Context: an optimization exercise on an open-source flow, tuned for small area. The choices shown serve that exercise and are no tape-out recipe.
Function was checked by simulation only, so behaviour that the tests miss may differ from the original.
Power figures rest on the tool's default switching activity, not on a simulated workload.

==> flow/run.sh <==
#!/bin/bash
# The standard layout (standard.sh), with these changes:
#  - synthesis: the standard flow's script, but ABC maps with flow/abc_area.script
#    (six rounds of choice computation, area-recovering &nf mapping and mfs3) and without weak NOR3/NOR4 cells; everything before and after ABC, and so every
#    register, is as in the standard synthesis;
#  - clock tree: clkbuf_8 leaf buffers in clusters of up to 16 flip-flops,
#    without dummy loads;
#  - floorplan: ABC's buffers removed instead of a timing repair on the
#    unplaced, unbuffered netlist (REMOVE_ABC_BUFFERS);
#  - port buffers: buf_1.
set -euo pipefail
HERE=$(pwd)
# weak NOR3/NOR4 cells, kept out of ABC's mapping only: as drivers of the
# read-select lines they make the placer add a buffer to each line
ABC_DONT_USE="sky130_fd_sc_hd__nor3_1 sky130_fd_sc_hd__nor3b_1 sky130_fd_sc_hd__nor4_1 sky130_fd_sc_hd__nor4b_1 sky130_fd_sc_hd__nor4bb_1"
sed "s#source \$::env(SCRIPTS_DIR)/synth_preamble.tcl#source \$::env(SCRIPTS_DIR)/synth_preamble.tcl\nset abc_args [lreplace \$abc_args 1 1 $HERE/flow/abc_area.script]\nforeach c {$ABC_DONT_USE} { lappend abc_args -dont_use \$c }#" \
  "$FLOW_HOME/scripts/synth.tcl" > synth_abc.tcl
sed "s#source \$::env(SCRIPTS_DIR)/synth.tcl#source $HERE/synth_abc.tcl#" synth_recipe.tcl > synth_recipe_abc.tcl
sed "s#SYNTH_SCRIPT=[^ ]*#SYNTH_SCRIPT=$HERE/synth_recipe_abc.tcl#" standard.sh > standard_abc.sh
export CTS_ARGS="-sink_clustering_enable -repair_clock_nets -dont_use_dummy_load -sink_clustering_size 16 -sink_clustering_max_diameter 60 -buf_list sky130_fd_sc_hd__clkbuf_8"
export REMOVE_ABC_BUFFERS=1
export BUFFER_PORTS_ARGS="-buffer_cell sky130_fd_sc_hd__buf_1"
bash standard_abc.sh > standard.log 2>&1
==> flow/abc_area.script <==
&get -n
&st
&dch
&nf -R 1000 -p -F 8 -A 4 -C 32
&put
mfs3 -ae
&get -n
&st
&dch
&nf -R 1000 -p -F 8 -A 4 -C 32
&put
mfs3 -ae
&get -n
&st
&dch
&nf -R 1000 -p -F 8 -A 4 -C 32
&put
mfs3 -ae
&get -n
&st
&dch
&nf -R 1000 -p -F 8 -A 4 -C 32
&put
mfs3 -ae
&get -n
&st
&dch
&nf -R 1000 -p -F 8 -A 4 -C 32
&put
mfs3 -ae
&get -n
&st
&dch
&nf -R 1000 -p -F 8 -A 4 -C 32
&put
mfs3 -ae
==> standard.sh <==
#!/bin/bash
# synth_recipe.tcl (not shown) runs the flow's synth.tcl, then flattens the netlist and writes it again
# the make line also repeats each setting of config.mk as NAME=value (left out here)
make -C /OpenROAD-flow-scripts/flow DESIGN_CONFIG=/design/flow/config.mk WORK_HOME=/design/flow/orfs CLKGATE_MAP_FILE= SYNTH_SCRIPT=/design/flow/synth_recipe.tcl "${@:-finish}"
==> config.mk <==
export PLATFORM = sky130hd
export DESIGN_NAME = router_top
export DESIGN_NICKNAME = router_top
export VERILOG_FILES = /design/flow/design.v
export SDC_FILE = /design/flow/constraint.sdc
export NUM_CORES = 4
export LEC_CHECK = 0
export CAP_MARGIN = 20
export CORE_MARGIN = 2
export CORE_UTILIZATION = 78
export PLACE_DENSITY = 0.86
export SLEW_MARGIN = 20
==> constraint.sdc <==
create_clock -name core_clock -period 5.0 [get_ports {clk}]
set_input_delay 1.0000 -clock core_clock [delete_from_list [all_inputs] [get_ports {clk}]]
set_output_delay 1.0000 -clock core_clock [all_outputs]
set_load 0.01 [all_outputs]
==> design.v <==
module fifo (
    input clk,
    resetn,
    soft_reset,
    input read_en,
    write_en,
    input header_flag,
    input [7:0] data_in,
    output reg [7:0] data_out,
    output empty,
    full
);
  reg [143:0] mem;
  reg [4:0] occ;
  reg count_zero;
  reg [5:0] count_m1;
  wire rst = ~resetn | soft_reset;
  assign empty = occ[4];
  assign full  = ~occ[4] & (&occ[3:0]);
  wire wr = write_en & ~full;
  wire rd = read_en & ~empty;
  wire [15:0] sel = 16'b1 << occ[3:0];
  reg [8:0] head;
  integer k;
  always @(*) begin
    head = 9'b0;
    for (k = 0; k < 16; k = k + 1)
      head = head | (mem[k*9 +: 9] & {9{sel[k]}});
  end
  always @(posedge clk) begin
    if (rst) occ <= 5'b11111;
    else if (wr & ~rd) occ <= occ + 5'd1;
    else if (rd & ~wr) occ <= occ - 5'd1;
  end
  wire load = wr & ~rst;
  wire hold = ~wr & ~rst;
  always @(posedge clk) begin
    mem <= ({144{load}} & {mem[134:0], header_flag, data_in}) | ({144{hold}} & mem);
  end
  wire flag1 = count_zero & (|data_out);
  always @(posedge clk) begin
    if (rst) data_out <= 8'b0;
    else if (flag1) data_out <= 8'b0;
    else if (rd) data_out <= head[7:0];
  end
  wire count_load = rd & head[8];
  wire count_dec = rd & ~head[8] & ~count_zero & (count_m1 != 6'd0);
  always @(posedge clk) begin
    if (rst) count_zero <= 1'b1;
    else if (rd) begin
      if (head[8]) count_zero <= 1'b0;
      else if (count_m1 == 6'd0) count_zero <= 1'b1;
    end
  end
  always @(posedge clk) begin
    count_m1 <= count_load ? head[7:2] : count_m1 - {5'd0, count_dec};
  end
endmodule
module synchronizer (
    input clk,
    resetn,
    read_en_0,
    read_en_1,
    read_en_2,
    full_0,
    full_1,
    full_2,
    empty_0,
    empty_1,
    empty_2,
    detect_add,
    write_en_reg,
    lfd_state,
    input [1:0] data_in,
    output valid_out_0,
    valid_out_1,
    valid_out_2,
    output reg soft_reset_0,
    output reg soft_reset_1,
    output reg soft_reset_2,
    output reg fifo_full,
    output reg header_flag,
    output reg [2:0] write_en
);
  reg [1:0] add;
  reg [4:0] timer_0, timer_1, timer_2;
  localparam [4:0] T_START = 5'd1, T_END = 5'd8;
  always @(posedge clk) begin
    if (~resetn) add <= 2'b00;
    else if (detect_add) add <= data_in;
  end
  always @(*) begin
    case (add)
      2'b00:   write_en = {2'b00, write_en_reg};
      2'b01:   write_en = {1'b0, write_en_reg, 1'b0};
      2'b10:   write_en = {write_en_reg, 2'b00};
      default: write_en = 3'b000;
    endcase
  end
  always @(*) begin
    case (add)
      2'b00:   fifo_full = full_0;
      2'b01:   fifo_full = full_1;
      2'b10:   fifo_full = full_2;
      default: fifo_full = 1'b0;
    endcase
  end
  reg soft_reset_sel;
  always @(*) begin
    case (add)
      2'b00:   soft_reset_sel = soft_reset_0;
      2'b01:   soft_reset_sel = soft_reset_1;
      default: soft_reset_sel = soft_reset_2;
    endcase
  end
  always @(posedge clk) begin
    if (~resetn) header_flag <= 1'b0;
    else header_flag <= lfd_state & ~soft_reset_sel;
  end
  assign valid_out_0 = ~empty_0;
  assign valid_out_1 = ~empty_1;
  assign valid_out_2 = ~empty_2;
  always @(posedge clk) begin
    if (~resetn) begin
      soft_reset_0 <= 1'b0;
      timer_0 <= T_START;
    end else if (~valid_out_0 | read_en_0) timer_0 <= T_START;
    else if (timer_0 != T_END) begin
      soft_reset_0 <= 1'b0;
      timer_0 <= {timer_0[3:0], timer_0[4] ^ timer_0[2]};
    end else begin
      soft_reset_0 <= 1'b1;
      timer_0 <= T_START;
    end
  end
  always @(posedge clk) begin
    if (~resetn) begin
      soft_reset_1 <= 1'b0;
      timer_1 <= T_START;
    end else if (~valid_out_1 | read_en_1) timer_1 <= T_START;
    else if (timer_1 != T_END) begin
      soft_reset_1 <= 1'b0;
      timer_1 <= {timer_1[3:0], timer_1[4] ^ timer_1[2]};
    end else begin
      soft_reset_1 <= 1'b1;
      timer_1 <= T_START;
    end
  end
  always @(posedge clk) begin
    if (~resetn) begin
      soft_reset_2 <= 1'b0;
      timer_2 <= T_START;
    end else if (~valid_out_2 | read_en_2) timer_2 <= T_START;
    else if (timer_2 != T_END) begin
      soft_reset_2 <= 1'b0;
      timer_2 <= {timer_2[3:0], timer_2[4] ^ timer_2[2]};
    end else begin
      soft_reset_2 <= 1'b1;
      timer_2 <= T_START;
    end
  end
endmodule
module fsm (
    input clk,
    resetn,
    input pkt_valid,
    input parity_done,
    input soft_reset_0,
    soft_reset_1,
    soft_reset_2,
    input fifo_empty_0,
    fifo_empty_1,
    fifo_empty_2,
    input fifo_full,
    input low_pkt_valid,
    input [1:0] data_in,
    output busy,
    output detect_add,
    output ld_state,
    lfd_state,
    laf_state,
    full_state,
    output write_en_reg,
    rst_int_reg
);
  reg [2:0] present_state, next_state;
  reg seen1;   
  localparam DECODE_ADDRESS = 3'b000,
             LOAD_FIRST_DATA = 3'b001,
             LOAD_DATA = 3'b010,
             WAIT_TILL_EMPTY = 3'b011,
             FIFO_FULL_STATE = 3'b100,
             LOAD_AFTER_FULL = 3'b101,
             LOAD_PARITY = 3'b110,
             CHECK_PARITY_ERROR = 3'b111;
  always @(posedge clk) begin
    if (~resetn) seen1 <= 1'b0;
    else if (data_in == 2'b01) seen1 <= 1'b1;
  end
  wire sr_hit = (soft_reset_0 & (data_in == 2'b00)) |
                (soft_reset_1 & (data_in == 2'b01)) |
                (soft_reset_2 & (data_in == 2'b10));
  always @(posedge clk) begin
    if (~resetn | sr_hit) present_state <= DECODE_ADDRESS;
    else present_state <= next_state;
  end
  wire sel_empty = (data_in == 2'b00) ? fifo_empty_0 :
                   (data_in == 2'b01) ? fifo_empty_1 : fifo_empty_2;
  always @(*) begin
    case (present_state)
      DECODE_ADDRESS:
        if (pkt_valid & (data_in != 2'b11))
          next_state = sel_empty ? LOAD_FIRST_DATA : WAIT_TILL_EMPTY;
        else next_state = DECODE_ADDRESS;
      LOAD_FIRST_DATA: next_state = LOAD_DATA;
      LOAD_DATA:
        if (fifo_full) next_state = FIFO_FULL_STATE;
        else if (~pkt_valid) next_state = LOAD_PARITY;
        else next_state = LOAD_DATA;
      WAIT_TILL_EMPTY:
        if (seen1 ? fifo_empty_1 : fifo_empty_0) next_state = LOAD_FIRST_DATA;
        else next_state = WAIT_TILL_EMPTY;
      FIFO_FULL_STATE:
        if (~fifo_full) next_state = LOAD_AFTER_FULL;
        else next_state = FIFO_FULL_STATE;
      LOAD_AFTER_FULL:
        if (parity_done) next_state = DECODE_ADDRESS;
        else if (low_pkt_valid) next_state = LOAD_PARITY;
        else next_state = LOAD_DATA;
      LOAD_PARITY: next_state = CHECK_PARITY_ERROR;
      default:
        if (fifo_full) next_state = FIFO_FULL_STATE;
        else next_state = DECODE_ADDRESS;
    endcase
  end
  assign busy = ~((present_state == LOAD_DATA) | (present_state == DECODE_ADDRESS));
  assign detect_add = (present_state == DECODE_ADDRESS);
  assign lfd_state = (present_state == LOAD_FIRST_DATA);
  assign ld_state = (present_state == LOAD_DATA);
  assign laf_state = (present_state == LOAD_AFTER_FULL);
  assign full_state = (present_state == FIFO_FULL_STATE);
  assign write_en_reg = (present_state == LOAD_DATA) | (present_state == LOAD_PARITY) |
                        (present_state == LOAD_AFTER_FULL);
  assign rst_int_reg = (present_state == CHECK_PARITY_ERROR);
endmodule
module register (
    input clk,
    resetn,
    input pkt_valid,
    input fifo_full,
    input ld_state,
    full_state,
    laf_state,
    lfd_state,
    detect_add,
    rst_int_reg,
    input [7:0] data_in,
    output reg parity_done,
    output reg low_pkt_valid,
    output reg err,
    output reg [7:0] data_out
);
  reg [7:0] fifo_full_state_byte, parity_diff;
  wire parity_load = (ld_state & ~fifo_full & ~pkt_valid) |
                     (laf_state & low_pkt_valid & ~parity_done);
  always @(posedge clk) begin
    if (~resetn | detect_add) parity_done <= 1'b0;
    else if (parity_load) parity_done <= 1'b1;
  end
  always @(posedge clk) begin
    if (~resetn | rst_int_reg) low_pkt_valid <= 1'b0;
    else if (ld_state & ~pkt_valid) low_pkt_valid <= 1'b1;
  end
  always @(posedge clk) begin
    if (~resetn) data_out <= 8'b0;
    else if (detect_add | (ld_state & ~fifo_full)) data_out <= data_in;
    else if (laf_state) data_out <= fifo_full_state_byte;
  end
  always @(posedge clk) begin
    if (ld_state) fifo_full_state_byte <= data_in;
  end
  always @(posedge clk) begin
    if (~resetn) parity_diff <= 8'b0;
    else if (detect_add) parity_diff <= data_in;
    else if (lfd_state & ~pkt_valid) parity_diff <= 8'b0;
    else if ((ld_state & (pkt_valid | ~fifo_full)) | (laf_state & low_pkt_valid & ~parity_done))
      parity_diff <= parity_diff ^ data_in;
  end
  always @(posedge clk) begin
    if (~resetn) err <= 1'b0;
    else if (parity_done) err <= |parity_diff;
  end
endmodule
module router_top(
    input clk,resetn,
    input read_en_0,read_en_1,read_en_2,
    input pkt_valid,
    input [7:0]data_in,
    output [7:0]data_out_0,data_out_1,data_out_2,
    output valid_out_0,valid_out_1,valid_out_2,
    output err,busy
    );
    wire wire_soft_reset_0, wire_soft_reset_1, wire_soft_reset_2;
    wire [2:0]wire_write_en;
    wire [7:0]wire_register_data_out;
    wire wire_lfd_state;
    wire wire_header_flag;
    wire wire_empty_0,wire_empty_1,wire_empty_2;
    wire wire_full_0,wire_full_1,wire_full_2;
    wire wire_fifo_full;
    wire wire_parity_done;
    wire wire_detect_add;
    wire wire_write_en_reg;
    wire wire_low_pkt_valid;
    wire wire_ld_state,wire_full_state,wire_laf_state;
    wire wire_rst_int_reg;
    fifo fifo_0 (
        .clk(clk),
        .resetn(resetn),
        .soft_reset(wire_soft_reset_0),
        .read_en(read_en_0),
        .write_en(wire_write_en[0]),
        .header_flag(wire_header_flag),
        .data_in(wire_register_data_out),
        .data_out(data_out_0),
        .empty(wire_empty_0),
        .full(wire_full_0)
    );
    fifo fifo_1 (
        .clk(clk),
        .resetn(resetn),
        .soft_reset(wire_soft_reset_1),
        .read_en(read_en_1),
        .write_en(wire_write_en[1]),
        .header_flag(wire_header_flag),
        .data_in(wire_register_data_out),
        .data_out(data_out_1),
        .empty(wire_empty_1),
        .full(wire_full_1)
    );
    fifo fifo_2 (
        .clk(clk),
        .resetn(resetn),
        .soft_reset(wire_soft_reset_2),
        .read_en(read_en_2),
        .write_en(wire_write_en[2]),
        .header_flag(wire_header_flag),
        .data_in(wire_register_data_out),
        .data_out(data_out_2),
        .empty(wire_empty_2),
        .full(wire_full_2)
    );
    synchronizer sync (
        .clk(clk),
        .resetn(resetn),
        .read_en_0(read_en_0),
        .read_en_1(read_en_1),
        .read_en_2(read_en_2),
        .full_0(wire_full_0),
        .full_1(wire_full_1),
        .full_2(wire_full_2),
        .empty_0(wire_empty_0),
        .empty_1(wire_empty_1),
        .empty_2(wire_empty_2),
        .detect_add(wire_detect_add),
        .write_en_reg(wire_write_en_reg),
        .lfd_state(wire_lfd_state),
        .data_in(data_in[1:0]),
        .valid_out_0(valid_out_0),
        .valid_out_1(valid_out_1),
        .valid_out_2(valid_out_2),
        .soft_reset_0(wire_soft_reset_0),
        .soft_reset_1(wire_soft_reset_1),
        .soft_reset_2(wire_soft_reset_2),
        .fifo_full(wire_fifo_full),
        .header_flag(wire_header_flag),
        .write_en(wire_write_en)
    ); 
        fsm fsm_ (
            .clk(clk),
            .resetn(resetn),
            .pkt_valid(pkt_valid),
            .parity_done(wire_parity_done),
            .soft_reset_0(wire_soft_reset_0),
            .soft_reset_1(wire_soft_reset_1),
            .soft_reset_2(wire_soft_reset_2),
            .fifo_empty_0(wire_empty_0),
            .fifo_empty_1(wire_empty_1),
            .fifo_empty_2(wire_empty_2),
            .fifo_full(wire_fifo_full),
            .low_pkt_valid(wire_low_pkt_valid),
            .data_in(data_in[1:0]),
            .busy(busy),
            .detect_add(wire_detect_add),
            .lfd_state(wire_lfd_state),
            .ld_state(wire_ld_state),
            .laf_state(wire_laf_state),
            .full_state(wire_full_state),
            .write_en_reg(wire_write_en_reg),
            .rst_int_reg(wire_rst_int_reg)
        );
    register regi (
        .clk(clk),
        .resetn(resetn),
        .pkt_valid(pkt_valid),
        .fifo_full(wire_fifo_full),
        .ld_state(wire_ld_state),
        .full_state(wire_full_state),
        .laf_state(wire_laf_state),
        .lfd_state(wire_lfd_state),
        .detect_add(wire_detect_add),
        .rst_int_reg(wire_rst_int_reg),
        .data_in(data_in),
        .parity_done(wire_parity_done),
        .low_pkt_valid(wire_low_pkt_valid),
        .err(err),
        .data_out(wire_register_data_out)
    );
endmodule
==> metrics.yaml, run 1 <==
track_usage_pct: 37.88
dp.final_hpwl_mm: 32.09
wl_mm: 50.09
yosysWarnings: 4
async_flop_share_pct: 0
core_area_sq_mm: 0.02432
final_antenna_net_count: 0
io_pins: 43
reg2reg_to: "fifo_1.occ[4]"
synth_cell_types: 37
finalCriticalPeriod_ns: 3.573
cts_made_buffers: 40
cp-end-kind: "flip-flop"
critPathKind: "flip-flop to flip-flop"
nets: 1867
die_y_microns: 161.5
outcome: "finished clean"
htree_levels: 2
relSlewSlack_pct: 29.11
synthFlopType: "dfxtp_1"
power_density_mw_per_mm2: 386.6
setup_viol: 0
cts_resized: 0
avgSynthCellArea_sq_um: 11.40
critPathArrivalTime_ns: 4.00
ir_worst_vdd_mv: 0.3089
netlist_area_sq_mm: 0.01934
die-area_sq_mm: 0.02607
yosysTopAreaCell: "dfxtp_1"
die_width_microns: 161.5
synth_common_cells: "536 x dfxtp_1, 432 x a22o_1, 107 x a222oi_1"
place_congestion: 0.8811
postCtsHoldBufs: 0
drc: 0
reg2reg_depth: 14
final_hold_viol_count: 0
grt_pass1_wl_mm: 80.17
vias: 16000
static-leakage-power_nw: 7.970
grt_max_degree: 145
synth_area_leaders: "dfxtp_1 55%, a22o_1 20%, a222oi_1 5.5%"
diodes: 0
timing.final.ws_setup_ns: 1.427
synth.most_common_cell: "dfxtp_1"
ys_seq_elements: 544
clock_latency_ns: 0.57
instances_no_fill: 2154
wl_per_cell_microns: 23.25
skew_ns: 0.04530
fmax_mhz: 279.9
path_clk_slew_ns: 0.10
min_path_cells: 1
io_buffers: 42
critPathRequiredTime_ns: 5.43
netlist_instances: 1696
dp_slack_ns: 1.584
gr-total-overflow: 0
cts_tree: "built"
tightest_slew_ns: 1.059
r2r_setup_slack_ns: 1.43
place_inst: 2114
initialDrtViolationCount: 2592
startpoint_type: "flip-flop"
worstHoldStart: "fifo_1.mem[113]"
rsz0062_at_grt: "no"
avgViaCountPerCell: 7.426
seq_area_frac_synth_pct: 56.72
finalCritPeriodShare_pct: 71.46
grt_pass1_vias: 15140
min_to: "fifo_1.mem[122]"
clkSinkCount: 544
grt_antenna_before_repair: 0
cap_viol_max_count: 0
syn2layout_area_growth_pct: 8.397
initial_core_util_pct: 79.53
num_rows: 57
crit_path_max_fanout: 6
firstDrtPassIters: 9
clk_path_buf_depth: 3
drive_gt1_share_pct: 5.355
cts-root-buf: "clkbuf_8"
synth_top_area_share_pct: 55.48
synth-edff-count: 8
post_cts_buffers: 0
hold_path.class: "flip-flop to flip-flop"
rr_startpoint: "fsm_.present_state[0]"
drv_slew: 0
n_fill_cell: 1294
-- per-layer routing --
| layer | up-vias | GRT usage [%] | routed length (microns) |
|---|---|---|---|
| met2 | 910 | 59.17 | 23170 |
| met4 | 0 | 16.56 | 2059 |
| met1 | 7728 | 52.60 | 19990 |
| met5 | - | 0 | 0 |
| met3 | 168 | 6.086 | 4872 |
| li1 | 7189 | - | - |
-- through the flow --
stage	setup TNS [ns]	cell area [sq um]	util [%]	total power [mW]	hold WS, ns
after CTS	0	20970	86.21	8.062	0.4561
after detailed placement	0	20410	83.94	6.140	0.4628
after global placement	0	20410	83.94	6.054	0.4609
after global routing	0	20970	86.21	8.414	0.4714
final	0	20970	86.21	8.105	0.4614
after floorplan	-596.25	19340	-	5.548	0.4390
-- power breakdown --
group | total (mW) | internal (mW) | switching [mW]
Combinational | 1.41 | 0.381 | 1.03
Clock | 2.01 | 0.721 | 1.29
Sequential | 4.69 | 4.49 | 0.202
-- layout make-up --
class,instances,area [sq um],share of cell area (%)
tap,324,405.4,1.934
inverter,21,78.83,0.3760
sequential,544,10970,52.33
multi-input combinational,1131,8337,39.76
timing repair buffer,94,623.1,2.972
clock buffer,40,550.5,2.626
-- cells by family after synthesis --
| kind of cell | Yosys count | synth area share, % |
|---|---|---|
| compound gates | 783 | 32.80 |
| flops | 544 | 56.72 |
| simple gates | 298 | 7.246 |
| xor+xnor | 23 | 1.042 |
| buf+inv | 21 | 0.4076 |
| fa+ha+maj | 21 | 1.475 |
| mux | 6 | 0.3105 |
-- registers in the layout, indices dropped and copies added, names as in the netlist, 6 cells and up --
register,flops
fifo_0.mem,144
fifo_1.mem,144
fifo_2.mem,144
fifo_0.data_out,8
fifo_1.data_out,8
fifo_2.data_out,8
regi.data_out,8
regi.fifo_full_state_byte,8
regi.parity_diff,8
fifo_0.count_m1,6
fifo_1.count_m1,6
fifo_2.count_m1,6
-- cells in the final DEF (no fill, tap or decap), types with 6 or more instances in the layout --
cell type / count
nor2b_1: 7
xor2_1: 6
a22o_1: 432
mux2i_1: 6
and3_1: 21
a21oi_1: 73
o21ai_0: 75
nand2b_1: 15
or3_1: 8
xnor2_1: 17
a31oi_1: 8
a21o_1: 12
a222oi_1: 107
nand2_1: 70
dfxtp_1: 536
clkinv_1: 21
or2_0: 7
buf_4: 46
clkbuf_8: 40
buf_12: 6
a22oi_1: 35
nor2_1: 102
ha_1: 18
buf_1: 42
edfxtp_1: 8
nand3_1: 43
a221oi_1: 27
-- worst max path at each step --
stage | startpoint | to | slack [ns] | cells past startpoint
6_report | fsm_.present_state[0] | fifo_1.occ[4] | 1.43 | 14
5_1_grt | fsm_.present_state[0] | fifo_1.occ[4] | 1.11 | 15
4_1_cts | fsm_.present_state[0] | fifo_2.occ[4] | 1.54 | 14
3_5_place_dp | fsm_.present_state[0] | fifo_1.occ[4] | 1.58 | 14
3_3_place_gp | fsm_.present_state[0] | fifo_2.occ[4] | 1.77 | 14
2_1_floorplan | fsm_.present_state[0] | fifo_0.mem[0] | -1.39 | 8
-- worst max-delay path, stage by stage (launching register included) --
cell and delay (ns):
dfxtp_1 0.40, clkinv_1 0.12, nor2_1 0.26, nand2_1 0.24, nand2_1 0.19, nand2_1 0.06
a21oi_1 0.38, ha_1 0.30, clkinv_1 0.17, fa_1 0.45, a21o_1 0.18, a21oi_1 0.20
o21ai_0 0.14, a21oi_1 0.16, o21ai_0 0.16
==> run 2, diff against run 1 <==
--- a/config.mk
+++ b/config.mk
@@ -9,4 +9,4 @@
 export CORE_MARGIN = 2
-export CORE_UTILIZATION = 78
-export PLACE_DENSITY = 0.86
+export CORE_UTILIZATION = 70
+export PLACE_DENSITY = 0.9
 export SLEW_MARGIN = 20
==> metrics.yaml, run 2 <==
outcome: "finished clean"
synth_area_leaders: "dfxtp_1 55%, a22o_1 20%, a222oi_1 5.5%"
firstDrtPassIters: 9
power_switching_mw: 2.501
grt_antenna_before_repair: 0
min_path_cells: 1
static-leakage-power_nw: 7.966
wl_mm: 49.27
path_clk_slew_ns: 0.10
r2r_setup_slack_ns: 1.56
netlist_instances: 1696
power_density_mw_per_mm2: 384.4
p_clk_share_pct: 24.7
p_int_mw: 5.555
drv_slew: 0
syn2layout_area_growth_pct: 8.358
final_antenna_net_count: 0
synthFlopType: "dfxtp_1"
clock_latency_ns: 0.59
tightest_slew_ns: 1.038
rsz0062_at_grt: "no"
finish.utilization_pct: 77.55
track_usage_pct: 33.62
seq_area_frac_synth_pct: 56.72
p_seq_share_pct: 58.2
drive_gt1_share_pct: 5.459
crit_family: "compound AO/OA/AOI/OAI gates"
dp.final_hpwl_mm: 31.08
setup_viol: 0
critPathArrivalTime_ns: 3.89
postCtsHoldBufs: 0
post_cts_buffers: 0
startpoint_type: "flip-flop"
fmax_mhz: 290.5
cpMaxStageDelayCell: "fa_1"
die_width_microns: 170.2
cts_tree: "built"
io_buffers: 42
tns_ns: 0
final_cell_mix: "536 x dfxtp_1, 432 x a22o_1, 107 x a222oi_1"
crit_path_max_fanout: 6
diodes: 0
rr_startpoint: "fsm_.present_state[0]"
critPathKind: "flip-flop to flip-flop"
cts_made_buffers: 39
core_area_sq_mm: 0.02703
die-area_sq_mm: 0.02897
grt_pass1_wl_mm: 78.79
n_fill_cell: 1740
clkSinkCount: 544
finalCritPeriodShare_pct: 68.84
grt_max_degree: 145
final_hold_viol_count: 0
reg2reg_depth: 14
synth_cell_types: 37
gr-total-overflow: 0
initialDrtViolationCount: 2441
path_cells: "clkinv_1 > nor2_1 > nand2_1 > nand2_1 > nand2_1 > a21oi_1 > ha_1 > clkinv_1 > fa_1 > a21o_1 > a21oi_1 > o21ai_0 > a21oi_1 > o21ai_0"
p_comb_share_pct: 17.1
initial_core_util_pct: 71.56
reg2reg_to: "fifo_0.occ[4]"
cap_viol_max_count: 0
relSlewSlack_pct: 30.57
netlist_area_sq_mm: 0.01934
die_y_microns: 170.2
worstHoldStart: "fifo_2.mem[53]"
avgViaCountPerCell: 7.279
finalCriticalPeriod_ns: 3.442
clk_path_buf_depth: 3
skew_ns: 0.04810
wl_per_cell_microns: 22.67
cp-end-kind: "flip-flop"
vias: 15820
htree_levels: 2
grt_pass1_vias: 14880
ys_seq_elements: 544
critPathRequiredTime_ns: 5.45
critPathBufInv: 2
cts_resized: 0
synth_top_area_share_pct: 55.48
nets: 1869
avgSynthCellArea_sq_um: 11.40
switching_share_pct: 31.04
ir_worst_vdd_mv: 0.3133
synth.most_common_cell: "dfxtp_1"
cts-root-buf: "clkbuf_8"
max_stage_delay_ns: 0.43
min_to: "fifo_2.mem[62]"
top_regs: "fifo_0.mem: 144 flops, fifo_1.mem: 144 flops, fifo_2.mem: 144 flops"
io_pins: 43
place_congestion: 0.8560
yosysWarnings: 4
async_flop_share_pct: 0
synth_common_cells: "536 x dfxtp_1, 432 x a22o_1, 107 x a222oi_1"
yosysTopAreaCell: "dfxtp_1"
num_rows: 60
drc: 0
hold_path.class: "flip-flop to flip-flop"
synth-edff-count: 8
final_common_cell: "dfxtp_1"
-- run 2: cell count changes in the layout (fill, tap and decap cells not counted) --
cell / delta
clkbuf_8: -1
buf_4: +6
buf_12: -3
-- run 2: worst max-delay path by stage --
stage | start | endpoint | slack [ns] | cells after the start
2_1_floorplan | fsm_.present_state[0] | fifo_0.mem[0] | -1.39 | 8
3_3_place_gp | fsm_.present_state[0] | fifo_2.occ[4] | 1.78 | 14
3_5_place_dp | fifo_1.occ[0] | fifo_1.count_m1[4] | 1.70 | 14
4_1_cts | fsm_.present_state[0] | fifo_0.occ[4] | 1.62 | 14
5_1_grt | fsm_.present_state[0] | fifo_0.occ[4] | 1.26 | 14
6_report | fsm_.present_state[0] | fifo_0.occ[4] | 1.56 | 14
-- run 2: kinds of logic (layout without fill, tap and decap cells) --
group                    count (synthesis)  in the layout  synth area share [%]
XOR/XNOR                                23             23                 1.042
AND/OR/NAND/NOR                        298            298                 7.246
AO/OA/AOI/OAI                          783            783                 32.80
flip-flops                             544            544                 56.72
buffers and inverters                   21            157                0.4076
multiplexers                             6              6                0.3105
adder cells (fa/ha/maj)                 21             21                 1.475
-- run 2: power by group through the flow --
stage | clock network (mW) | registers, mW | logic (mW)
3_3_place_gp | 0 | 4.77 | 1.27
6_report | 1.99 | 4.69 | 1.38
5_1_grt | 2.16 | 4.70 | 1.50
4_1_cts | 2.01 | 4.68 | 1.34
2_1_floorplan | 0 | 4.69 | 0.857
3_5_place_dp | 0 | 4.78 | 1.33
-- run 2: metrics by stage --
stage               hold WS, ns  setup slack (ns)  std cells  power, mW  instance area (sq um)
floorplan                0.4390            -1.390       1696      5.548                  19340
global placement         0.4527             1.781       2134      6.040                  20420
detailed placement       0.4642             1.701       2134      6.108                  20420
CTS                      0.4881             1.623       2173      8.031                  20960
global route             0.5001             1.261       2173      8.361                  20960
finish                   0.4790             1.558       2173      8.056                  20960
-- run 2: area by class of cell --
class	count	area (sq um)	area share [%]
tap	341	426.7	2.036
multi-input combinational	1131	8337	39.78
inverter	21	78.83	0.3761
sequential	544	10970	52.35
clock buffer	39	536.8	2.561
timing repair buffer	97	608.1	2.901
-- run 2: metal layers --
metal,track usage [%],up-vias,wire length (microns)
met3,5.535,166,4505
met4,16.02,0,2297
met1,45.98,7661,19920
li1,-,7181,-
met2,52.42,809,22540
met5,0,-,0
-- run 2: worst reg2reg max path: cells and delay by family (launching register included) --
kind,cells,cell delay (ns)
DFF,1,0.40
buffers and inverters,2,0.28
adders and majority gates,2,0.70
AOI/OAI and AO/OA,6,1.16
and+or+nand+nor,4,0.80
==> run 3, diff against run 2 <==
--- a/config.mk
+++ b/config.mk
@@ -10,3 +10,3 @@
 export CORE_UTILIZATION = 70
-export PLACE_DENSITY = 0.9
+export PLACE_DENSITY = 0.8
 export SLEW_MARGIN = 20
==> metrics.yaml, run 3 <==
ys_seq_elements: 544
tightest_slew_ns: 1.072
top_regs: "fifo_0.mem: 144 flops, fifo_1.mem: 144 flops, fifo_2.mem: 144 flops"
seq_area_frac_synth_pct: 56.72
final_antenna_net_count: 0
power_mw: 8.045
relSlewSlack_pct: 28.26
synth_common_cells: "536 x dfxtp_1, 432 x a22o_1, 107 x a222oi_1"
vias: 15670
critPathBufInv: 2
regArea_sq_mm: 0.01097
cts_resized: 0
place_area_sq_mm: 0.02042
critPathRequiredTime_ns: 5.44
gr-total-overflow: 0
hold_path.class: "flip-flop to flip-flop"
firstDrtPassIters: 9
post_cts_buffers: 0
io_pins: 43
reg2reg_to: "fifo_1.occ[4]"
synth_top_area_share_pct: 55.48
grt_pass1_wl_mm: 76.22
netlist_area_sq_mm: 0.01934
grt_max_degree: 145
clk_path_buf_depth: 3
initialDrtViolationCount: 2505
path_cells: "clkinv_1 > nor2_1 > nand2_1 > nand2_1 > nand2_1 > a21oi_1 > ha_1 > clkinv_1 > fa_1 > a21o_1 > a21oi_1 > o21ai_0 > a21oi_1 > o21ai_0"
cap_viol_max_count: 0
crit_start: "fsm_.present_state[0]"
nets: 1865
r2r_setup_slack_ns: 1.69
track_usage_pct: 32.34
die-area_sq_mm: 0.02897
outcome: "finished clean"
critPathArrivalTime_ns: 3.75
finalCriticalPeriod_ns: 3.308
postCtsHoldBufs: 0
final_hold_viol_count: 0
core_area_sq_mm: 0.02703
num_rows: 60
crit_path_max_fanout: 6
critPathKind: "flip-flop to flip-flop"
static-leakage-power_nw: 7.957
clkSinkCount: 544
clock_latency_ns: 0.57
cp-end-kind: "flip-flop"
cts-root-buf: "clkbuf_8"
die_y_microns: 170.2
synthFlopType: "dfxtp_1"
synth-edff-count: 8
final_area_sq_mm: 0.02097
crit_family: "compound AO/OA/AOI/OAI gates"
worstHoldStart: "fifo_0.mem[18]"
n_fill_cell: 1842
max_stage_delay_ns: 0.44
grt_pass1_vias: 14300
setup_viol: 0
final_cell_mix: "536 x dfxtp_1, 432 x a22o_1, 107 x a222oi_1"
diodes: 0
path_clk_slew_ns: 0.10
cts_tree: "built"
drv_slew: 0
place_congestion: 0.8729
yosysTopAreaCell: "dfxtp_1"
synth_area_leaders: "dfxtp_1 55%, a22o_1 20%, a222oi_1 5.5%"
reg2reg_depth: 14
finalCritPeriodShare_pct: 66.15
rr_startpoint: "fsm_.present_state[0]"
fmax_mhz: 302.3
dp.final_hpwl_mm: 29.99
async_flop_share_pct: 0
netlist_instances: 1696
synth_cell_types: 37
power_density_mw_per_mm2: 383.6
synth.most_common_cell: "dfxtp_1"
grt_antenna_before_repair: 0
startpoint_type: "flip-flop"
avgSynthCellArea_sq_um: 11.40
ir_worst_vdd_mv: 0.2984
rsz0062_at_grt: "no"
htree_levels: 2
die_width_microns: 170.2
cts_made_buffers: 40
multi_input_area_sq_mm: 0.008337
wl_mm: 48.00
io_buffers: 42
min_to: "fifo_0.mem[27]"
avgViaCountPerCell: 7.225
drive_gt1_share_pct: 5.252
wl_per_cell_microns: 22.13
drc: 0
syn2layout_area_growth_pct: 8.429
cpMaxStageDelayCell: "fa_1"
yosysWarnings: 4
skew_ns: 0.03835
initial_core_util_pct: 71.56
min_path_cells: 1
final_common_cell: "dfxtp_1"
-- run 3: cell count changes in the layout (fill, tap and decap cells not counted), sizes merged --
cell	previous run	this run
buf	97	92
clkbuf	39	40
-- run 3: report_power, final --
part	leakage [nW]	switching (mW)	internal [mW]
clock	0.288	1.28	0.721
combinational	3.27	0.999	0.369
sequential	4.40	0.190	4.49
-- run 3: worst max-delay path by stage --
stage / cells after the start / endpoint
6_report: 14 / fifo_1.occ[4]
5_1_grt: 14 / fifo_0.occ[4]
4_1_cts: 14 / fifo_2.occ[4]
3_5_place_dp: 14 / fifo_1.occ[4]
3_3_place_gp: 12 / fifo_2.occ[4]
2_1_floorplan: 8 / fifo_0.mem[0]
-- run 3: through the flow --
stage / utilization, % / TNS [ns] / cells / hold WS (ns) / setup slack [ns]
after detailed placement: 75.56 / 0 / 2129 / 0.4647 / 1.748
after CTS: 77.60 / 0 / 2169 / 0.4769 / 1.698
after global placement: 75.56 / 0 / 2129 / 0.4614 / 1.883
after floorplan: - / -596.25 / 1696 / 0.4390 / -1.390
final: 77.60 / 0 / 2169 / 0.4730 / 1.692
after global routing: 77.60 / 0 / 2169 / 0.5035 / 1.286
-- run 3: cell families after synthesis --
group / count (synthesis) / synth area share [%]
AOI/OAI and AO/OA: 783 / 32.80
DFF: 544 / 56.72
and+or+nand+nor: 298 / 7.246
xor gates and xnor gates: 23 / 1.042
buffers and inverters: 21 / 0.4076
adders and majority gates: 21 / 1.475
muxes: 6 / 0.3105
-- run 3: routing by layer --
metal / track usage (%) / vias to the layer above / share of wire, %
met4: 11.63 / 0 / 3.2
met5: 0 / - / 0
met2: 50.58 / 682 / 46
li1: - / 7172 / -
met3: 5.302 / 114 / 8.0
met1: 45.57 / 7702 / 43
-- run 3: cell type report --
type | instances | area share, %
clock buffers | 40 | 2.625
inverters | 21 | 0.3759
multi-input cells | 1131 | 39.75
flip-flops and latches | 544 | 52.31
well taps | 341 | 2.034
repair buffers | 92 | 2.900
==> run 4, diff against run 3 <==
--- a/flow/run.sh
+++ b/flow/run.sh
@@ -9,2 +9,4 @@
 #    unplaced, unbuffered netlist (REMOVE_ABC_BUFFERS);
+#  - after global routing, gates off the critical paths are downsized
+#    (RECOVER_POWER=100);
 #  - port buffers: buf_1.
@@ -21,2 +23,3 @@
 export REMOVE_ABC_BUFFERS=1
+export RECOVER_POWER=100
 export BUFFER_PORTS_ARGS="-buffer_cell sky130_fd_sc_hd__buf_1"
==> metrics.yaml, run 4 <==
outcome: "failed layout checks"
violations: "capacitance limit, slew limit"
drv_slew: 87
static-leakage-power_nw: 7.923
place_inst: 2129
p_clk_share_pct: 24.9
final_hold_viol_count: 0
drc: 0
path_clk_slew_ns: 0.10
final_cell_mix: "536 x dfxtp_1, 432 x a22o_1, 107 x a222oi_1"
firstDrtPassIters: 10
instances_no_fill: 2169
timing.final.ws_setup_ns: 1.158
clk_path_buf_depth: 3
dp_slack_ns: 1.748
netlist_instances: 1696
post_cts_buffers: 0
use_met1_pct: 45.57
ir_worst_vdd_mv: 0.2998
netlist_area_sq_mm: 0.01934
finalCriticalPeriod_ns: 3.842
tightest_slew_ns: 1.732
met3_usage_pct: 5.302
final_common_cell: "dfxtp_1"
postCtsHoldBufs: 0
fin_hold_ws_ns: 0.4659
critPathRequiredTime_ns: 5.49
initialDrtViolationCount: 2608
io_buffers: 42
relSlewSlack_pct: -15.44
async_flop_share_pct: 0
setup_viol: 0
startpoint_type: "flip-flop"
power_density_mw_per_mm2: 384.2
skew_ns: 0.04007
place_congestion: 0.8729
cts_resized: 0
io_pins: 43
synth.most_common_cell: "dfxtp_1"
vias: 15660
p_seq_share_pct: 58.2
initial_core_util_pct: 71.56
final_antenna_net_count: 0
die_y_microns: 170.2
critPathArrivalTime_ns: 4.33
grt_pass1_wl_mm: 76.22
syn2layout_area_growth_pct: 8.151
die_width_microns: 170.2
hold_path.class: "flip-flop to flip-flop"
synth_top_area_share_pct: 55.48
clock_latency_ns: 0.57
htree_levels: 2
yosysWarnings: 4
synth-edff-count: 8
grt_max_degree: 145
grt_pass1_vias: 14300
cts_tree: "built"
wl_per_cell_microns: 22.23
fmax_mhz: 260.3
p_comb_share_pct: 16.9
power_switching_mw: 2.471
power_mw: 8.036
ys_seq_elements: 544
synth_cell_types: 37
tns_ns: 0
avgSynthCellArea_sq_um: 11.40
clkSinkCount: 544
synthFlopType: "dfxtp_1"
avgViaCountPerCell: 7.219
grt_busiest_layer: "met2"
top_regs: "fifo_0.mem: 144 flops, fifo_1.mem: 144 flops, fifo_2.mem: 144 flops"
rsz0062_at_grt: "no"
drive_gt1_share_pct: 4.814
track_usage_pct: 32.34
diodes: 0
gr-total-overflow: 0
num_rows: 60
switching_share_pct: 30.75
core_area_sq_mm: 0.02703
seq_area_frac_synth_pct: 56.72
dp.final_hpwl_mm: 29.99
grtUsageMet2_pct: 50.58
cap_viol_max_count: 1
wl_mm: 48.21
p_int_mw: 5.564
critPathKind: "flip-flop to flip-flop"
finalCritPeriodShare_pct: 76.84
grt_antenna_before_repair: 0
cts_made_buffers: 40
synth_common_cells: "536 x dfxtp_1, 432 x a22o_1, 107 x a222oi_1"
synth_area_leaders: "dfxtp_1 55%, a22o_1 20%, a222oi_1 5.5%"
nets: 1865
die-area_sq_mm: 0.02897
crit_path_max_fanout: 67
cp-end-kind: "flip-flop"
cts-root-buf: "clkbuf_8"
yosysTopAreaCell: "dfxtp_1"
run 4: changes by cell type in the layout (fill, tap and decap cells not counted), moves of 3 or more:
cell | before | now
clkbuf_1 | 0 | 10
buf_4 | 44 | 35
buf_1 | 42 | 39
clkbuf_2 | 0 | 3
run 4: worst paths after layout:
check | start | end | slack [ns] | cells past startpoint
max | fsm_.present_state[0] | fifo_2.mem[138] | 1.16 | 9
min | fifo_0.mem[18] | fifo_0.mem[27] | 0.47 | 1
max reg2reg | fsm_.present_state[0] | fifo_2.mem[138] | 1.16 | 9
min reg2reg | fifo_0.mem[18] | fifo_0.mem[27] | 0.47 | 1
run 4: layout make-up:
cell class                 count  area (sq um)
timing repair buffer          92         561.8
tap                          341         426.7
multi-input combinational   1131          8329
inverter                      21         78.83
sequential                   544         10970
fill                        1854          6108
clock buffer                  40         550.5
run 4: power by group through the flow:
stage	combinational, mW	clock (mW)	sequential [mW]
after floorplan	0.857	0	4.69
after global placement	1.28	0	4.76
after detailed placement	1.32	0	4.78
after CTS	1.33	2.03	4.67
after global routing	1.47	2.19	4.69
final	1.36	2.00	4.68
run 4: stage by stage:
stage,instance area (sq um),util (%)
floorplan,19340,-
global placement,20420,75.56
detailed placement,20420,75.56
CTS,20970,77.60
global route,20920,77.40
finish,20920,77.40
run 4: worst max-delay path, cell delays in order (launching register included):
cell,delay (ns)
dfxtp_1,0.40
clkinv_1,0.12
nor2_1,0.27
nand2_1,0.22
nand2_1,0.18
nand2_1,0.07
nor2_1,0.34
nor2b_4,0.77
clkbuf_2,1.11
a22o_1,0.26
run 4: cells by family (layout without fill, tap and decap cells):
group,Yosys count,count (layout),synth area share (%)
muxes,6,6,0.3105
and+or+nand+nor,298,298,7.246
AOI/OAI and AO/OA,783,783,32.80
xor gates and xnor gates,23,23,1.042
DFF,544,544,56.72
buffers and inverters,21,153,0.4076
adders and majority gates,21,21,1.475
run 4: layer usage:
layer  wire length (microns)  vias up
met3                    3810      127
li1                        -     7171
met1                   20770     7675
met2                   21960      686
met4                    1668        0
met5                       0        -
==> run 5, diff against run 4 <==
--- a/flow/run.sh
+++ b/flow/run.sh
@@ -9,4 +9,4 @@
 #    unplaced, unbuffered netlist (REMOVE_ABC_BUFFERS);
-#  - after global routing, gates off the critical paths are downsized
-#    (RECOVER_POWER=100);
+#  - before global placement, weak NOR2 drivers of eight or more pins are
+#    upsized (flow/pre_gp.tcl) rather than left for the placer to buffer;
 #  - port buffers: buf_1.
@@ -23,3 +23,3 @@
 export REMOVE_ABC_BUFFERS=1
-export RECOVER_POWER=100
+export PRE_GLOBAL_PLACE_TCL=$HERE/flow/pre_gp.tcl
 export BUFFER_PORTS_ARGS="-buffer_cell sky130_fd_sc_hd__buf_1"
==> flow/pre_gp.tcl (new file) <==
# Before global placement: a weak NOR2 driving eight or more pins (the FIFO
# read-select lines) is replaced by its 2x version, so that the placer's
# repair does not put a buffer after it.
set n_up 0
foreach inst [[ord::get_db_block] getInsts] {
  set master [[$inst getMaster] getName]
  if { ![regexp {^sky130_fd_sc_hd__(nor2|nor2b)_1$} $master -> base] } {
    continue
  }
  foreach iterm [$inst getITerms] {
    if { [$iterm isOutputSignal] } {
      set net [$iterm getNet]
      if { $net != "NULL" && [llength [$net getITerms]] - 1 >= 8 } {
        replace_cell [$inst getName] sky130_fd_sc_hd__${base}_2
        incr n_up
      }
    }
  }
}
puts "pre_gp.tcl: upsized $n_up NOR2 drivers"
==> metrics.yaml, run 5 <==
crit_family: "compound AO/OA/AOI/OAI gates"
finalCriticalPeriod_ns: 3.529
cts_tree: "built"
ir_worst_vdd_mv: 0.3998
top_regs: "fifo_0.mem: 144 flops, fifo_1.mem: 144 flops, fifo_2.mem: 144 flops"
post_cts_buffers: 0
die-area_sq_mm: 0.02897
io_buffers: 42
firstDrtPassIters: 8
final_antenna_net_count: 0
setup_viol: 0
power_density_mw_per_mm2: 387.2
crit_path_max_fanout: 6
yosysWarnings: 4
avgSynthCellArea_sq_um: 11.40
synth.most_common_cell: "dfxtp_1"
num_rows: 60
track_usage_pct: 32.10
cts_made_buffers: 40
postCtsHoldBufs: 0
hold_path.class: "flip-flop to flip-flop"
initial_core_util_pct: 71.56
wl_mm: 47.75
place_congestion: 0.8297
diodes: 0
max_stage_delay_ns: 0.44
cap_viol_max_count: 0
final_hold_viol_count: 0
path_clk_slew_ns: 0.10
outcome: "finished clean"
syn2layout_area_growth_pct: 7.446
io_pins: 43
clkSinkCount: 544
seq_area_frac_synth_pct: 56.72
async_flop_share_pct: 0
wl_per_cell_microns: 22.39
synthFlopType: "dfxtp_1"
yosysTopAreaCell: "dfxtp_1"
initialDrtViolationCount: 2254
die_y_microns: 170.2
netlist_area_sq_mm: 0.01934
relSlewSlack_pct: 29.26
drv_slew: 0
drive_gt1_share_pct: 6.250
gr-total-overflow: 0
cp-end-kind: "flip-flop"
tightest_slew_ns: 1.059
htree_levels: 2
skew_ns: 0.03943
cpMaxStageDelayCell: "fa_1"
rsz0062_at_grt: "no"
timing.final.ws_setup_ns: 1.471
nets: 1829
critPathBufInv: 2
synth_top_area_share_pct: 55.48
die_width_microns: 170.2
netlist_instances: 1696
final_cell_mix: "536 x dfxtp_1, 432 x a22o_1, 107 x a222oi_1"
grt_pass1_vias: 14160
path_cells: "clkinv_1 > nor2_1 > nand2_1 > nand2_1 > nand2_1 > a21oi_1 > ha_1 > clkinv_1 > fa_1 > a21o_1 > a21oi_1 > o21ai_0 > a21oi_1 > o21ai_0"
synth-edff-count: 8
synth_cell_types: 37
critPathArrivalTime_ns: 3.96
dp.final_hpwl_mm: 29.89
critPathKind: "flip-flop to flip-flop"
finish.utilization_pct: 76.89
startpoint_type: "flip-flop"
core_area_sq_mm: 0.02703
tns_ns: 0
cts_resized: 0
static-leakage-power_nw: 7.744
grt_pass1_wl_mm: 75.15
grt_antenna_before_repair: 0
ys_seq_elements: 544
final_common_cell: "dfxtp_1"
synth_common_cells: "536 x dfxtp_1, 432 x a22o_1, 107 x a222oi_1"
clk_path_buf_depth: 3
dp_slack_ns: 1.536
critPathRequiredTime_ns: 5.43
synth_area_leaders: "dfxtp_1 55%, a22o_1 20%, a222oi_1 5.5%"
drc: 0
finalCritPeriodShare_pct: 70.58
vias: 15460
avgViaCountPerCell: 7.246
grt_max_degree: 135
cts-root-buf: "clkbuf_8"
clock_latency_ns: 0.58
fmax_mhz: 283.4
-- run 5: cell counts after synthesis --
No cell type changed its count.
-- run 5: final timing paths --
path                    startpoint        endpoint  slack [ns]  cells past startpoint
max          fsm_.present_state[0]   fifo_0.occ[4]        1.47                     14
min                 fifo_1.mem[86]  fifo_1.mem[95]        0.47                      1
max reg2reg  fsm_.present_state[0]   fifo_0.occ[4]        1.47                     14
min reg2reg         fifo_1.mem[86]  fifo_1.mem[95]        0.47                      1
-- run 5: routing by layer --
layer  vias to the layer above  global-route usage, %  share of wire [%]
met1                      7540                  45.88                 44
li1                       7108                      -                  -
met4                         0                  11.52                2.9
met2                       704                  49.52                 45
met5                         -                      0                  0
met3                       104                  5.209                8.2
-- run 5: through the flow --
stage                     hold slack, ns  instance area, sq um  instances  power, mW
final                             0.4726                 20780       2133      8.046
after global routing              0.4940                 20780       2133      8.386
after CTS                         0.4755                 20780       2133      8.039
after detailed placement          0.4619                 20230       2093      6.097
after global placement            0.4545                 20230       2093      6.054
after floorplan                   0.4390                 19340       1696      5.548
-- run 5: where the power goes --
group	switching, mW	internal [mW]	total, mW
sequential	0.194	4.49	4.68
combinational	1.02	0.325	1.35
clock	1.29	0.722	2.02
-- run 5: cell type report --
type	instances	area [sq um]
flip-flops and latches	544	10970
multi-input cells	1131	8467
fillers	1855	6245
clock buffers	40	550.5
well taps	341	426.7
repair buffers	56	287.8
inverters	21	78.83
-- run 5: cells by family after synthesis --
| kind of cell | after synthesis | share of synthesized area, % |
|---|---|---|
| xor gates and xnor gates | 23 | 1.042 |
| DFF | 544 | 56.72 |
| buffers and inverters | 21 | 0.4076 |
| and+or+nand+nor | 298 | 7.246 |
| muxes | 6 | 0.3105 |
| AOI/OAI and AO/OA | 783 | 32.80 |
| adders and majority gates | 21 | 1.475 |
==> run 6, diff against run 5 <==
--- a/flow/run.sh
+++ b/flow/run.sh
@@ -5,3 +5,3 @@
 #    register, is as in the standard synthesis;
-#  - clock tree: clkbuf_8 leaf buffers in clusters of up to 16 flip-flops,
+#  - clock tree: clkbuf_8 leaf buffers in clusters of up to 18 flip-flops,
 #    without dummy loads;
@@ -21,3 +21,3 @@
 sed "s#SYNTH_SCRIPT=[^ ]*#SYNTH_SCRIPT=$HERE/synth_recipe_abc.tcl#" standard.sh > standard_abc.sh
-export CTS_ARGS="-sink_clustering_enable -repair_clock_nets -dont_use_dummy_load -sink_clustering_size 16 -sink_clustering_max_diameter 60 -buf_list sky130_fd_sc_hd__clkbuf_8"
+export CTS_ARGS="-sink_clustering_enable -repair_clock_nets -dont_use_dummy_load -sink_clustering_size 18 -sink_clustering_max_diameter 55 -buf_list sky130_fd_sc_hd__clkbuf_8"
 export REMOVE_ABC_BUFFERS=1
==> metrics.yaml, run 6 <==
grt_antenna_before_repair: 0
synthFlopType: "dfxtp_1"
drc: 0
power_density_mw_per_mm2: 384.2
netlist_instances: 1696
grt_pass1_wl_mm: 74.70
cts_resized: 0
final_antenna_net_count: 0
avgSynthCellArea_sq_um: 11.40
synth-edff-count: 8
io_buffers: 42
critPathArrivalTime_ns: 3.97
synth-compound-area-share_pct: 32.80
cts_made_buffers: 37
power_mw: 7.968
finish.utilization_pct: 76.74
synth_area_leaders: "dfxtp_1 55%, a22o_1 20%, a222oi_1 5.5%"
place_inst: 2093
wl_per_cell_microns: 22.35
critPathBufInv: 2
path_cells: "clkinv_1 > nor2_1 > nand2_1 > nand2_1 > nand2_1 > a21oi_1 > ha_1 > clkinv_1 > fa_1 > a21o_1 > a21oi_1 > o21ai_0 > a21oi_1 > o21ai_0"
die-area_sq_mm: 0.02897
tightest_slew_ns: 1.053
wl_met3_mm: 3.842
crit_family: "compound AO/OA/AOI/OAI gates"
initial_core_util_pct: 71.56
cpMaxStageDelayCell: "fa_1"
n_fill_cell: 1843
nets: 1826
syn2layout_area_growth_pct: 7.233
rsz0062_at_grt: "no"
critPathRequiredTime_ns: 5.41
final_common_cell: "dfxtp_1"
finalCriticalPeriod_ns: 3.552
clock_latency_ns: 0.57
dp.final_hpwl_mm: 29.89
wl_mm: 47.61
cap_viol_max_count: 0
instances_no_fill: 2130
yosysWarnings: 4
relSlewSlack_pct: 29.64
ir_worst_vdd_mv: 0.2692
outcome: "finished clean"
skew_ns: 0.03511
firstDrtPassIters: 9
fmax_mhz: 281.6
postCtsHoldBufs: 0
htree_levels: 2
gr-total-overflow: 0
clk_path_buf_depth: 3
netlist_area_sq_mm: 0.01934
path_clk_slew_ns: 0.11
synth_common_cells: "536 x dfxtp_1, 432 x a22o_1, 107 x a222oi_1"
final_area_sq_mm: 0.02074
synth_xor_area_share_pct: 1.042
track_usage_pct: 31.97
die_y_microns: 170.2
core_area_sq_mm: 0.02703
diodes: 0
grt_pass1_vias: 14120
tns_ns: 0
max_stage_delay_ns: 0.45
finalCritPeriodShare_pct: 71.03
critPathKind: "flip-flop to flip-flop"
synth_cell_types: 37
synth_top_area_share_pct: 55.48
initialDrtViolationCount: 2203
clkSinkCount: 544
final_hold_viol_count: 0
grt_max_degree: 135
place_congestion: 0.8297
num_rows: 60
post_cts_buffers: 0
drv_slew: 0
async_flop_share_pct: 0
synthMuxAreaShare_pct: 0.3105
final_cell_mix: "536 x dfxtp_1, 432 x a22o_1, 107 x a222oi_1"
avgViaCountPerCell: 7.240
cp-end-kind: "flip-flop"
met2_length_mm: 21.64
seq_area_frac_synth_pct: 56.72
startpoint_type: "flip-flop"
vias: 15420
m1WireLength_mm: 20.61
synth_simple_gate_area_share_pct: 7.245
synthAdderAreaFrac_pct: 1.475
top_regs: "fifo_0.mem: 144 flops, fifo_1.mem: 144 flops, fifo_2.mem: 144 flops"
cts-root-buf: "clkbuf_8"
hold_path.class: "flip-flop to flip-flop"
cts_tree: "built"
crit_path_max_fanout: 6
highest_layer: "met4"
synth_top_family_by_area: "compound AO/OA/AOI/OAI gates"
static-leakage-power_nw: 7.722
drive_gt1_share_pct: 6.093
ys_seq_elements: 544
die_width_microns: 170.2
setup_viol: 0
place_area_sq_mm: 0.02023
synth.most_common_cell: "dfxtp_1"
yosysTopAreaCell: "dfxtp_1"
io_pins: 43
==> run 6: power by group <==
part           leakage, nW  internal, mW  switching, mW
logic                 3.06         0.325           1.03
clock network        0.266         0.671           1.26
registers             4.40          4.49          0.195
total                 7.72          5.48           2.48
==> run 6: worst reg2reg max path, cell delays in order (launching register included) <==
cell and delay [ns]:
dfxtp_1 0.39, clkinv_1 0.13, nor2_1 0.31, nand2_1 0.25
nand2_1 0.19, nand2_1 0.07, a21oi_1 0.38, ha_1 0.30
clkinv_1 0.18, fa_1 0.45, a21o_1 0.19, a21oi_1 0.19
o21ai_0 0.14, a21oi_1 0.16, o21ai_0 0.10
==> run 6: cell type report <==
type	count	area, sq um	area share, %
tap	341	426.7	2.057
multi-input combinational	1131	8467	40.82
inverter	21	78.83	0.3801
clock buffer	37	509.2	2.455
sequential	544	10970	52.90
timing repair buffer	56	287.8	1.388
==> run 6: through the flow <==
step           setup WS (ns)  hold WS [ns]
2_1_floorplan         -1.390        0.4390
3_3_place_gp           1.658        0.4545
3_5_place_dp           1.536        0.4619
4_1_cts                1.537        0.4704
5_1_grt                1.224        0.5000
6_report               1.448        0.4809
==> run 6: logic make-up (layout without fill, tap and decap cells) <==
group / Yosys count / in the layout
XOR/XNOR: 23 / 23
flip-flops: 544 / 544
adder cells (fa/ha/maj): 21 / 21
multiplexers: 6 / 6
buffers and inverters: 21 / 114
AND/OR/NAND/NOR: 298 / 298
AO/OA/AOI/OAI: 783 / 783
==> run 6: layer usage <==
| layer | GRT usage (%) | vias up |
|---|---|---|
| li1 | - | 7106 |
| met1 | 45.91 | 7517 |
| met2 | 49.42 | 688 |
| met3 | 4.140 | 111 |
| met4 | 12.45 | 0 |
| met5 | 0 | - |
==> run 6: final timing paths <==
check	startpoint	endpoint	slack, ns	cells after the start
worst max-delay path	fsm_.present_state[0]	fifo_0.occ[4]	1.45	14
worst min-delay path	fifo_0.mem[13]	fifo_0.mem[22]	0.48	1
worst max register to register	fsm_.present_state[0]	fifo_0.occ[4]	1.45	14
worst min register to register	fifo_0.mem[13]	fifo_0.mem[22]	0.48	1
==> run 7, diff against run 6 <==
--- a/flow/run.sh
+++ b/flow/run.sh
@@ -5,3 +5,3 @@
 #    register, is as in the standard synthesis;
-#  - clock tree: clkbuf_8 leaf buffers in clusters of up to 18 flip-flops,
+#  - clock tree: clkbuf_4 leaf buffers in clusters of up to 10 flip-flops (clkbuf_8 root),
 #    without dummy loads;
@@ -21,3 +21,3 @@
 sed "s#SYNTH_SCRIPT=[^ ]*#SYNTH_SCRIPT=$HERE/synth_recipe_abc.tcl#" standard.sh > standard_abc.sh
-export CTS_ARGS="-sink_clustering_enable -repair_clock_nets -dont_use_dummy_load -sink_clustering_size 18 -sink_clustering_max_diameter 55 -buf_list sky130_fd_sc_hd__clkbuf_8"
+export CTS_ARGS="-sink_clustering_enable -repair_clock_nets -dont_use_dummy_load -sink_clustering_size 10 -sink_clustering_max_diameter 35 -buf_list \"sky130_fd_sc_hd__clkbuf_4 sky130_fd_sc_hd__clkbuf_8\" -root_buf sky130_fd_sc_hd__clkbuf_8 -sink_clustering_buffer sky130_fd_sc_hd__clkbuf_4"
 export REMOVE_ABC_BUFFERS=1
==> metrics.yaml, run 7 <==
rsz0062_at_grt: "no"
syn2layout_area_growth_pct: 7.763
grt_max_degree: 135
cts-root-buf: "clkbuf_8"
tns_ns: 0
postCtsHoldBufs: 0
synth_area_leaders: "dfxtp_1 55%, a22o_1 20%, a222oi_1 5.5%"
async_flop_share_pct: 0
initialDrtViolationCount: 2274
synthFlopType: "dfxtp_1"
startpoint_type: "flip-flop"
critPathBufInv: 2
die_y_microns: 170.2
nets: 1863
cts_tree: "built"
synth-edff-count: 8
htree_levels: 3
num_rows: 60
initial_core_util_pct: 71.56
dp.final_hpwl_mm: 29.89
ir_worst_vdd_mv: 0.2927
critPathKind: "flip-flop to flip-flop"
firstDrtPassIters: 8
die_width_microns: 170.2
yosysWarnings: 4
yosysTopAreaCell: "dfxtp_1"
min_path_cells: 1
hold_path.class: "flip-flop to flip-flop"
synth_common_cells: "536 x dfxtp_1, 432 x a22o_1, 107 x a222oi_1"
netlist_instances: 1696
drc: 0
cap_viol_max_count: 0
p_seq_share_pct: 57.5
r2r_setup_slack_ns: 1.49
worstHoldStart: "fifo_0.mem[125]"
core_area_sq_mm: 0.02703
drv_slew: 0
max_stage_delay_ns: 0.45
gr-total-overflow: 0
clock_latency_ns: 0.60
io_buffers: 42
crit_path_max_fanout: 6
power_density_mw_per_mm2: 391.0
post_cts_buffers: 0
met2_length_mm: 21.66
skew_ns: 0.06084
cp-end-kind: "flip-flop"
final_hold_viol_count: 0
wl_per_cell_microns: 22.21
power_switching_mw: 2.568
rr_startpoint: "fsm_.present_state[0]"
grt_antenna_before_repair: 0
grt_pass1_wl_mm: 75.75
synth.most_common_cell: "dfxtp_1"
avgSynthCellArea_sq_um: 11.40
reg2reg_depth: 14
io_pins: 43
crit_family: "compound AO/OA/AOI/OAI gates"
synth_cell_types: 37
wl_mm: 48.13
track_usage_pct: 32.55
netlist_area_sq_mm: 0.01934
finalCriticalPeriod_ns: 3.507
grt_pass1_vias: 14480
final_antenna_net_count: 0
cpMaxStageDelayCell: "fa_1"
final_cell_mix: "536 x dfxtp_1, 432 x a22o_1, 107 x a222oi_1"
seq_area_frac_synth_pct: 56.72
top_regs: "fifo_0.mem: 144 flops, fifo_1.mem: 144 flops, fifo_2.mem: 144 flops"
diodes: 0
switching_share_pct: 31.51
cts_resized: 0
die-area_sq_mm: 0.02897
final_area_sq_mm: 0.02084
p_comb_share_pct: 16.6
setup_viol: 0
relSlewSlack_pct: 28.91
p_int_mw: 5.581
p_clk_share_pct: 25.9
vias: 15710
tightest_slew_ns: 1.064
critPathArrivalTime_ns: 3.94
static-leakage-power_nw: 7.820
m1WireLength_mm: 20.59
drive_gt1_share_pct: 7.996
clk_path_buf_depth: 3
avgViaCountPerCell: 7.249
place_congestion: 0.8297
clkSinkCount: 544
path_clk_slew_ns: 0.09
path_cells: "clkinv_1 > nor2_1 > nand2_1 > nand2_1 > nand2_1 > a21oi_1 > ha_1 > clkinv_1 > fa_1 > a21o_1 > a21oi_1 > o21ai_0 > a21oi_1 > o21ai_0"
outcome: "finished clean"
wl_met3_mm: 4.192
min_to: "fifo_0.mem[134]"
critPathRequiredTime_ns: 5.43
highest_layer: "met4"
reg2reg_to: "fifo_0.occ[4]"
cts_made_buffers: 74
synth_top_area_share_pct: 55.48
place_area_sq_mm: 0.02023
finalCritPeriodShare_pct: 70.13
ys_seq_elements: 544
final_common_cell: "dfxtp_1"
fmax_mhz: 285.2
==> run 7: cell types whose count changed in the layout (fill, tap and decap cells not counted), sizes merged <==
cell / previous run / this run
clkbuf: 37 / 74
==> run 7: kinds of logic after synthesis <==
group,count (synthesis),synth area share [%]
buffers and inverters,21,0.4076
xor gates and xnor gates,23,1.042
DFF,544,56.72
AOI/OAI and AO/OA,783,32.80
adders and majority gates,21,1.475
and+or+nand+nor,298,7.246
muxes,6,0.3105
==> run 7: per-stage QoR <==
| step | hold slack, ns | cells | setup slack (ns) | util [%] | total power, mW |
|---|---|---|---|---|---|
| 5_1_grt | 0.4577 | 2167 | 1.252 | 77.12 | 8.511 |
| 4_1_cts | 0.4467 | 2167 | 1.555 | 77.12 | 8.150 |
| 3_5_place_dp | 0.4619 | 2093 | 1.536 | 74.86 | 6.097 |
| 2_1_floorplan | 0.4390 | 1696 | -1.390 | - | 5.548 |
| 6_report | 0.4652 | 2167 | 1.493 | 77.12 | 8.149 |
| 3_3_place_gp | 0.4545 | 2093 | 1.658 | 74.86 | 6.054 |
==> run 7: worst max path at each step <==
| stage | endpoint | slack, ns | from | depth (start not counted) |
|---|---|---|---|---|
| after floorplan | fifo_0.mem[0] | -1.39 | fsm_.present_state[0] | 8 |
| after global placement | fifo_0.mem[101] | 1.66 | resetn | 6 |
| after detailed placement | fifo_0.occ[4] | 1.54 | read_en_0 | 11 |
| after CTS | fifo_0.occ[4] | 1.56 | fsm_.present_state[0] | 14 |
| after global routing | fifo_0.occ[4] | 1.25 | fsm_.present_state[0] | 14 |
| final | fifo_0.occ[4] | 1.49 | fsm_.present_state[0] | 14 |
==> run 7: area by class of cell <==
class | instances | area (sq um)
flip-flops and latches | 544 | 10970
multi-input cells | 1131 | 8467
fillers | 1858 | 6183
clock buffers | 74 | 611.8
well taps | 341 | 426.7
repair buffers | 56 | 287.8
inverters | 21 | 78.83
==> run 7: metal layers <==
layer	vias to the layer above	track usage (%)
met1	7634	45.12
met5	-	0
li1	7202	-
met2	741	49.68
met3	132	6.395
met4	0	14.46
==> run 7: power by group through the flow <==
stage	registers (mW)	logic [mW]	clock network, mW
final	4.69	1.35	2.11
after global routing	4.70	1.48	2.33
after global placement	4.78	1.28	0
after floorplan	4.69	0.857	0
after CTS	4.68	1.32	2.15
after detailed placement	4.78	1.32	0

what the ideal ports hide:
How much do the figures lean on ideal ports? The routed layouts below were timed once more, with nothing changed but the port constraints. Step 1 (the two cells are an assumption about what drives the block):
set clk [get_ports {clk}]
set_driving_cell -lib_cell sky130_fd_sc_hd__clkbuf_16 $clk
set_driving_cell -lib_cell sky130_fd_sc_hd__buf_2 [delete_from_list [all_inputs] $clk]
Step 2, shift: input delay + t, output delay - t, t = (earliest + latest rising clock arrival at the registers) / 2. This alone moves slack from input paths to output paths. a / b / c = ideal / step 1 / step 2; a / b = the first two.
| run | t (ns) | setup slack, ns | slew at the worst register clock pin (ns) | pins driven straight from the clock port |
|---|---|---|---|---|
| run 1 | 0.603 | 1.427 / 1.427 / 1.427 | 0.10 / 0.10 | 1 |
| run 2 | 0.617 | 1.558 / 1.558 / 1.558 | 0.10 / 0.10 | 1 |
| run 3 | 0.602 | 1.692 / 1.692 / 1.692 | 0.10 / 0.10 | 1 |
| run 4 | 0.602 | 1.158 / 1.158 / 1.108 | 0.10 / 0.10 | 1 |
| run 5 | 0.610 | 1.471 / 1.471 / 1.471 | 0.10 / 0.10 | 1 |
| run 6 | 0.601 | 1.448 / 1.448 / 1.448 | 0.11 / 0.11 | 1 |
| run 7 | 0.617 | 1.493 / 1.493 / 1.491 | 0.11 / 0.11 | 1 |
The setup slack of run 4, which loses most, moves by 0.000 ns with the drivers and by -0.050 ns with both steps.
